Context: an optimization exercise on an open-source flow, tuned for small area, a short achievable clock period and few clock cycles per item. The choices shown serve that exercise and are no tape-out recipe.
Only simulation tests tie the RTL to the original design; equivalence was not proved.

## oak
==> flow/design.v <==
module cordic_core (
    input  wire        clk,
    input  wire        rst,
    input  wire        start,
    input  wire [15:0] angle,
    output wire [15:0] sin_out,
    output wire [15:0] cos_out,
    output reg         busy
);
    reg  [15:0] u, v;        
    reg  [12:0] z;           
    reg  [3:0]  j;           
    reg         pu, pv;      
    reg         lpu, lpv;    
    reg         dv;          
    reg         cu0, cu1;    
    reg         cv0, cv1;    
    assign sin_out = u;
    assign cos_out = v;
    wire acc = start & ~busy;
    wire [13:0] th = angle[13:0];
    wire        d1 = th[13];
    wire        d2 = d1 ? (th >= 14'd13028) : (th >= 14'd3356);
    reg  [15:0] x3, y3;
    reg  [12:0] c3;          
    always @(*) begin
        case ({d1, d2})
            2'b00: begin x3 = 16'd16170; y3 = 16'd1245;  c3 = 13'd801;  end
            2'b01: begin x3 = 16'd13682; y3 = 16'd8707;  c3 = 13'd5911; end
            2'b10: begin x3 = 16'd8707;  y3 = 16'd13682; c3 = 13'd2281; end
            default: begin x3 = 16'd1245; y3 = 16'd16170; c3 = 13'd7391; end
        endcase
    end
    wire [15:0] uini = (angle[14] ? x3 : y3) ^ {16{angle[15]}};
    wire [15:0] vini = (angle[14] ? y3 : x3) ^ {16{angle[15] ^ angle[14]}};
    wire [12:0] at =
        (j == 4'd0)  ? 13'd1297 :
        (j == 4'd1)  ? 13'd651 :
        (j == 4'd2)  ? 13'd326 :
        (j == 4'd3)  ? 13'd163 :
        (j == 4'd4)  ? 13'd81 :
        (j == 4'd5)  ? 13'd41 :
        (j == 4'd6)  ? 13'd20 :
        (j == 4'd7)  ? 13'd10 :
        (j == 4'd8)  ? 13'd5 :
        (j == 4'd9)  ? 13'd3 :
        (j == 4'd10) ? 13'd1 :
        (j == 4'd11) ? 13'd1 : 13'd0;
    wire        d    = ~z[12];                  
    wire        zsub = ~busy | d;
    wire [12:0] za   = busy ? z : angle[12:0];
    wire [12:0] zb   = (busy ? at : c3) ^ {13{zsub}};
    wire [12:0] znxt;
    zadd ZADD (.a(za), .b(zb), .c(zsub), .y(znxt));
    wire        du   = d;                       
    wire        subu = du ^ ~pv;
    wire        subv = dv ^ pu;
    wire        mu   = busy ? ~du : v[15];
    wire        mv   = busy ? dv : u[15];
    wire        fixu = lpu & subu;
    wire        fixv = lpv & subv;
    wire        ciu  = du ? cu1 : cu0;          
    wire        civ  = dv ? cv1 : cv0;          
    wire        fu   = fixu ? ~du : v[15];
    wire        fv   = fixv ? dv : u[15];
    wire [12:0] sv1 = j[0] ? {fu, v[15:4]} : v[15:3];
    wire [12:0] sv2 = j[1] ? {{2{fu}}, sv1[12:2]} : sv1;
    wire [12:0] sv3 = j[2] ? {{4{fu}}, sv2[12:4]} : sv2;
    wire [12:0] sv4 = j[3] ? {{8{fu}}, sv3[12:8]} : sv3;
    wire [12:0] su1 = j[0] ? {fv, u[15:4]} : u[15:3];
    wire [12:0] su2 = j[1] ? {{2{fv}}, su1[12:2]} : su1;
    wire [12:0] su3 = j[2] ? {{4{fv}}, su2[12:4]} : su2;
    wire [12:0] su4 = j[3] ? {{8{fv}}, su3[12:8]} : su3;
    wire [15:0] opu = ({{3{fu}}, sv4} ^ {16{mu}}) ^ {14'd0, fixu, 1'b0};
    wire [15:0] opv = ({{3{fv}}, su4} ^ {16{mv}}) ^ {14'd0, fixv, 1'b0};
    wire [15:0] unxt, vnxt;
    uvadd UADD (.a(u), .b(opu), .c(ciu), .y(unxt));
    uvadd VADD (.a(v), .b(opv), .c(civ), .y(vnxt));
    wire lastn = busy & (j == 4'd10);           
    wire busyn = acc | (busy & (j != 4'd11));
    wire pun   = busy ? pu : angle[15];
    wire pvn   = busy ? pv : angle[15] ^ angle[14];
    wire ku    = ~pvn ^ (lastn & pun);           
    wire kv    = pun ^ (lastn & pvn);            
    always @(posedge clk or posedge rst) begin
        if (rst)
            busy <= 1'b0;
        else
            busy <= busyn;
    end
    always @(posedge clk) begin
        j   <= busy ? j + 4'd1 : (acc ? 4'd0 : 4'd12);
        lpu <= lastn & pu;
        lpv <= lastn & pv;
        z   <= znxt;
        pu  <= pun;
        pv  <= pvn;
        dv  <= ~znxt[12];
        cu0 <= busyn & ku;
        cu1 <= busyn & ~ku;
        cv0 <= busyn & kv;
        cv1 <= busyn & ~kv;
        u <= acc ? uini : unxt;
        v <= acc ? vini : vnxt;
    end
endmodule
module uvadd(input [15:0] a, input [15:0] b, input c, output [15:0] y);
  assign y = a + b + {15'd0, c};
endmodule
module zadd(input [12:0] a, input [12:0] b, input c, output [12:0] y);
  assign y = a + b + {12'd0, c};
endmodule
==> flow/config.mk <==
export PLATFORM = sky130hd
export DESIGN_NAME = cordic_core
export DESIGN_NICKNAME = cordic_core
export VERILOG_FILES = /design/flow/design.v
export SDC_FILE = /design/flow/constraint.sdc
export NUM_CORES = 4
export LEC_CHECK = 0
export ABC_AREA = 1
export CAP_MARGIN = 20
export CORE_MARGIN = 2
export CORE_UTILIZATION = 40
export CTS_BUF_LIST = sky130_fd_sc_hd__clkbuf_8
export SETUP_SLACK_MARGIN = 1.5
export SLEW_MARGIN = 20
==> flow/constraint.sdc <==
create_clock -name core_clock -period 5.0 [get_ports {clk}]
set_input_delay 1.0000 -clock core_clock [delete_from_list [all_inputs] [get_ports {clk}]]
set_output_delay 1.0000 -clock core_clock [all_outputs]
set_load 0.01 [all_outputs]
standard.sh (not shown) runs the stock make flow with config.mk's settings and CLKGATE_MAP_FILE= SYNTH_SCRIPT=/design/flow/synth_recipe.tcl, a recipe that flattens the netlist after the stock synthesis.
==> flow/flow/run.sh <==
#!/bin/bash
set -o pipefail
export BUFFER_PORTS_ARGS="-buffer_cell sky130_fd_sc_hd__buf_1"
export RECOVER_POWER=100
cat standard.sh > standard.sh.copy.log
bash standard.sh > standard.log 2>&1
oak finished end to end and its layout was clean on timing, DRC and antenna.
Testbench counts of oak, summed over its fixed seeds: cycles 62,408, items 4,800.
### oak -> pine
# oak
export LEC_CHECK = 0
export ABC_AREA = 1
export CAP_MARGIN = 20
export CORE_MARGIN = 2
export CORE_UTILIZATION = 40
export CTS_BUF_LIST = sky130_fd_sc_hd__clkbuf_8
export SETUP_SLACK_MARGIN = 1.5
export SLEW_MARGIN = 20
create_clock -name core_clock -period 5.0 [get_ports {clk}]
# pine
export LEC_CHECK = 0
export ABC_AREA = 1
export CAP_MARGIN = 5
export CORE_MARGIN = 2
export CORE_UTILIZATION = 40
export CTS_BUF_LIST = sky130_fd_sc_hd__clkbuf_8
export SETUP_SLACK_MARGIN = 1.5
export SLEW_MARGIN = 5
create_clock -name core_clock -period 5.0 [get_ports {clk}]
==> flow/flow/run.sh <==
#!/bin/bash
set -o pipefail
export BUFFER_PORTS_ARGS="-buffer_cell sky130_fd_sc_hd__buf_1"
cat standard.sh > standard.sh.copy.log
bash standard.sh > standard.log 2>&1
==> notes.md <==
On via count: pine sits below oak. Growth of design area from synthesis to finish, pine and oak: lower on oak. From oak to pine, number of levels in the clock H-tree did not move at all. When the final numbers for pine and oak were put side by side, the fraction of area in non-clock buffers turned out to be smaller in oak. Area: pine vs oak -> pine larger. On clock-buffer cell count, pine tracks oak almost exactly.
What birch does differently from pine at the input level:
# pine
export LEC_CHECK = 0
export ABC_AREA = 1
export CAP_MARGIN = 5
export CORE_MARGIN = 2
export CORE_UTILIZATION = 40
export CTS_BUF_LIST = sky130_fd_sc_hd__clkbuf_8
export SETUP_SLACK_MARGIN = 1.5
export SLEW_MARGIN = 5
create_clock -name core_clock -period 5.0 [get_ports {clk}]
# birch
export LEC_CHECK = 0
export ABC_AREA = 1
export CAP_MARGIN = 20
export CORE_MARGIN = 2
export CORE_UTILIZATION = 40
export CTS_BUF_LIST = sky130_fd_sc_hd__clkbuf_8
export SETUP_SLACK_MARGIN = 1.75
export SLEW_MARGIN = 20
create_clock -name core_clock -period 5.0 [get_ports {clk}]
## What came out
Of the two candidates, pine has the worse worst setup slack and birch the better one. In terms of number of sequential storage elements, birch and pine differ only marginally. Compared with pine, in birch combined global-route utilization of all metal layers higher, worst-case headroom to the max-slew limit grew by 35 points, number of vias after detailed routing went up 143, routed wire length +480 um.
### birch -> maple
# birch
export LEC_CHECK = 0
export ABC_AREA = 1
export CAP_MARGIN = 20
export CORE_MARGIN = 2
export CORE_UTILIZATION = 40
export CTS_BUF_LIST = sky130_fd_sc_hd__clkbuf_8
export SETUP_SLACK_MARGIN = 1.75
export SLEW_MARGIN = 20
create_clock -name core_clock -period 5.0 [get_ports {clk}]
# maple
export LEC_CHECK = 0
export ABC_AREA = 1
export CAP_MARGIN = 20
export CORE_MARGIN = 2
export CORE_UTILIZATION = 40
export CTS_BUF_LIST = sky130_fd_sc_hd__clkbuf_8
export GPL_TIMING_DRIVEN = 1
export SETUP_SLACK_MARGIN = 1.5
export SLEW_MARGIN = 20
create_clock -name core_clock -period 5.0 [get_ports {clk}]
Findings:
Looking at worst hold slack across maple and birch, the one that comes out lower is birch.
maple has fraction of layout cells with a size suffix above 1 below what birch had.
Looking only at area used by sequential logic in the layout, and setting everything else aside, the lower value of maple and birch goes to maple.
Wire length delta for maple relative to birch: 520 um lower

* * *

== run A ==
Starts from the design.v that is shown in full above.
export LEC_CHECK = 0
export ABC_AREA = 1
export CAP_MARGIN = 20
export CORE_MARGIN = 2
export CORE_UTILIZATION = 50
export CTS_BUF_LIST = sky130_fd_sc_hd__clkbuf_8
export SETUP_SLACK_MARGIN = 1.5
export SLEW_MARGIN = 20
create_clock -name core_clock -period 5.0 [get_ports {clk}]
==> flow/flow/run.sh <==
#!/bin/bash
set -o pipefail
export BUFFER_PORTS_ARGS="-buffer_cell sky130_fd_sc_hd__buf_1"
cat standard.sh > standard.sh.copy.log
bash standard.sh > standard.log 2>&1
Testbench counts of run A, summed over its fixed seeds: cycles 62,408, items 4,800.
Input changes introduced in run B (baseline for comparison: run A):
-- flow/config.mk --
<<< run A, line 9
export CAP_MARGIN = 20
export CORE_MARGIN = 2
export CORE_UTILIZATION = 50
export CTS_BUF_LIST = sky130_fd_sc_hd__clkbuf_8
export SETUP_SLACK_MARGIN = 1.5
export SLEW_MARGIN = 20
>>> run B, line 9
export CAP_MARGIN = 20
export CORE_MARGIN = 2
export CORE_UTILIZATION = 40
export CTS_BUF_LIST = sky130_fd_sc_hd__clkbuf_8
export SETUP_SLACK_MARGIN = 1.25
export SLEW_MARGIN = 20
- Looking at via count, run B sits below run A.
- [diff] worst setup slack, run B relative to run A: regression
- Going from run A to run B, layout-stage area growth over the synthesis result has decreased, final clock period utilization by the worst path increased 3.3 points.
- Run A → run B: synthesized area stayed essentially flat; wire length went down.
Modified inputs, run C compared to run B
-- flow/config.mk --
<<< run B, line 11
export CORE_UTILIZATION = 40
export CTS_BUF_LIST = sky130_fd_sc_hd__clkbuf_8
export SETUP_SLACK_MARGIN = 1.25
export SLEW_MARGIN = 20
>>> run C, line 11
export CORE_UTILIZATION = 40
export CTS_BUF_LIST = sky130_fd_sc_hd__clkbuf_8
export CTS_CLUSTER_DIAMETER = 100
export CTS_CLUSTER_SIZE = 40
export SETUP_SLACK_MARGIN = 1.5
export SLEW_MARGIN = 20
## What came out
- Fraction of met1 tracks used by global routing (higher): run C
- Run C: quantity of gates resized following cts higher than run B
- Looking only at final critical-path share of the clock period, and setting everything else aside, the lower value of run C and run B goes to run C.
- Setup slack in run C is larger than in run B.
> inputs changed (run C -> run D)
-- flow/config.mk --
<<< run C, line 11
export CORE_UTILIZATION = 40
export CTS_BUF_LIST = sky130_fd_sc_hd__clkbuf_8
export CTS_CLUSTER_DIAMETER = 100
export CTS_CLUSTER_SIZE = 40
export SETUP_SLACK_MARGIN = 1.5
export SLEW_MARGIN = 20
>>> run D, line 11
export CORE_UTILIZATION = 40
export CTS_BUF_LIST = sky130_fd_sc_hd__clkbuf_8
export SETUP_SLACK_MARGIN = 0.5
export SLEW_MARGIN = 20
[summary]
- Run D | status: complete | timing, DRC, antenna: pass
- Sort run D and run C by minimum setup slack in the final design, descending, and run C comes first.
- Wire length after detailed routing: run D < run C
- Maximum achievable frequency: run D vs run C down 16%

* * *

job 2030:
RTL: the design.v shown in full above, as it stands there.
Settings: LEC_CHECK=0, ABC_AREA=1, CAP_MARGIN=20, CORE_MARGIN=2, CORE_UTILIZATION=40, CTS_BUF_LIST=sky130_fd_sc_hd__clkbuf_8, SETUP_SLACK_MARGIN=1.5, SLEW_MARGIN=20; clock period 5.0 ns.
==> flow/flow/run.sh <==
#!/bin/bash
set -o pipefail
export BUFFER_PORTS_ARGS="-buffer_cell sky130_fd_sc_hd__buf_1"
export CTS_ARGS="-sink_clustering_enable -repair_clock_nets -buf_list sky130_fd_sc_hd__clkbuf_8 -dont_use_dummy_load"
cat standard.sh > standard.sh.copy.log
bash standard.sh > standard.log 2>&1
Job 2030: no failed stages, no open violations at the end
Testbench counts of job 2030, summed over its fixed seeds: cycles 62,408, items 4,800.
[inputs] job 9787 vs job 2030
# job 2030
export LEC_CHECK = 0
export ABC_AREA = 1
export CAP_MARGIN = 20
export CORE_MARGIN = 2
export CORE_UTILIZATION = 40
export CTS_BUF_LIST = sky130_fd_sc_hd__clkbuf_8
export SETUP_SLACK_MARGIN = 1.5
export SLEW_MARGIN = 20
create_clock -name core_clock -period 5.0 [get_ports {clk}]
# job 9787
export LEC_CHECK = 0
export ABC_AREA = 1
export CAP_MARGIN = 20
export CORE_MARGIN = 2
export CORE_UTILIZATION = 40
export CTS_BUF_LIST = sky130_fd_sc_hd__clkbuf_8
export SETUP_SLACK_MARGIN = 1.5
export SLEW_MARGIN = 20
export TNS_END_PERCENT = 5
create_clock -name core_clock -period 5.0 [get_ports {clk}]
==> flow/flow/run.sh <==
#!/bin/bash
set -o pipefail
export BUFFER_PORTS_ARGS="-buffer_cell sky130_fd_sc_hd__buf_1"
cat standard.sh > standard.sh.copy.log
bash standard.sh > standard.log 2>&1
--- outcome ---
Source of the critical timing path: j[0]$_SDFF_PN0_ -> job 2030, angle[13] -> job 9787
Job 9787: final area is 1.3% lower than what job 2030 reported.
| final cell count | job 9787 vs job 2030 | ≈ equal |
Of the two values seen for end of the critical path, u[10]$_DFF_P_ was produced by job 2030 and z[10]$_DFF_P_ by job 9787.
Taking job 2030 as the reference, in job 9787 minimum period implied by the final worst setup slack grew by 0.15 ns; compound-gate portion of the synthesized area stayed essentially flat; clock skew went down.
Non-clock buffer count was higher in job 2030 than in job 9787.
What job 3199 does differently from job 9787 at the input level:
# job 9787
export LEC_CHECK = 0
export ABC_AREA = 1
export CAP_MARGIN = 20
export CORE_MARGIN = 2
export CORE_UTILIZATION = 40
export CTS_BUF_LIST = sky130_fd_sc_hd__clkbuf_8
export SETUP_SLACK_MARGIN = 1.5
export SLEW_MARGIN = 20
export TNS_END_PERCENT = 5
create_clock -name core_clock -period 5.0 [get_ports {clk}]
# job 3199
export LEC_CHECK = 0
export ABC_AREA = 1
export CAP_MARGIN = 20
export CORE_MARGIN = 2
export CORE_UTILIZATION = 30
export CTS_BUF_LIST = sky130_fd_sc_hd__clkbuf_8
export SETUP_SLACK_MARGIN = 1.5
export SLEW_MARGIN = 20
create_clock -name core_clock -period 5.0 [get_ports {clk}]
Notes after the runs:
- Wire length per cell after detailed routing: job 3199 < job 9787
- Job 3199 reports its worst setup path endpoint as u[10]$_DFF_P_ while job 9787 reports z[10]$_DFF_P_.
- Run comparison: job 3199 beginning of the critical path j[1]$_SDFF_PN0_; job 9787 beginning of the critical path angle[13]
- Compared job 9787 against job 3199; via count within noise.

## what the ideal ports hide
The flow's constraints put no driver on any port. The routed layouts listed below were extracted and timed again, unchanged, in two steps. Step 1, drivers: a clkbuf_16 drives clk and a buf_2 each remaining input, both assumed. Step 2, shift: input delay + t, output delay - t, t = (earliest + latest rising clock arrival at the registers) / 2. This alone moves slack from input paths to output paths. Three values: ideal, step 1, step 2; two values: the first two.
run	t, ns	setup WS [ns]	worst register clock-pin slew, ns	worst slew at a driven data input, ns	pins driven straight from the clock port
oak	0.404	1.031 / 1.031 / 1.031	0.08 / 0.08	0.03	1
pine	0.402	1.700 / 1.700 / 1.410	0.08 / 0.08	0.03	1
birch	0.406	1.751 / 1.751 / 1.499	0.08 / 0.08	0.03	1
maple	0.405	1.687 / 1.687 / 1.416	0.08 / 0.08	0.03	1
run A	0.408	1.705 / 1.705 / 1.358	0.09 / 0.09	0.03	1
run B	0.411	1.542 / 1.542 / 1.245	0.08 / 0.08	0.03	1
run C	0.405	1.687 / 1.687 / 1.416	0.08 / 0.08	0.03	1
run D	0.406	1.051 / 1.051 / 1.051	0.08 / 0.08	0.03	1
job 2030	0.397	1.667 / 1.667 / 1.397	0.08 / 0.08	0.03	1
job 9787	0.405	1.517 / 1.523 / 1.126	0.08 / 0.08	0.03	1
job 3199	0.410	1.683 / 1.683 / 1.397	0.08 / 0.08	0.06	1
After both steps setup and hold are still met in every run listed. The setup slack of job 9787, which loses most, moves by +0.006 ns with the drivers and by -0.391 ns with both steps.
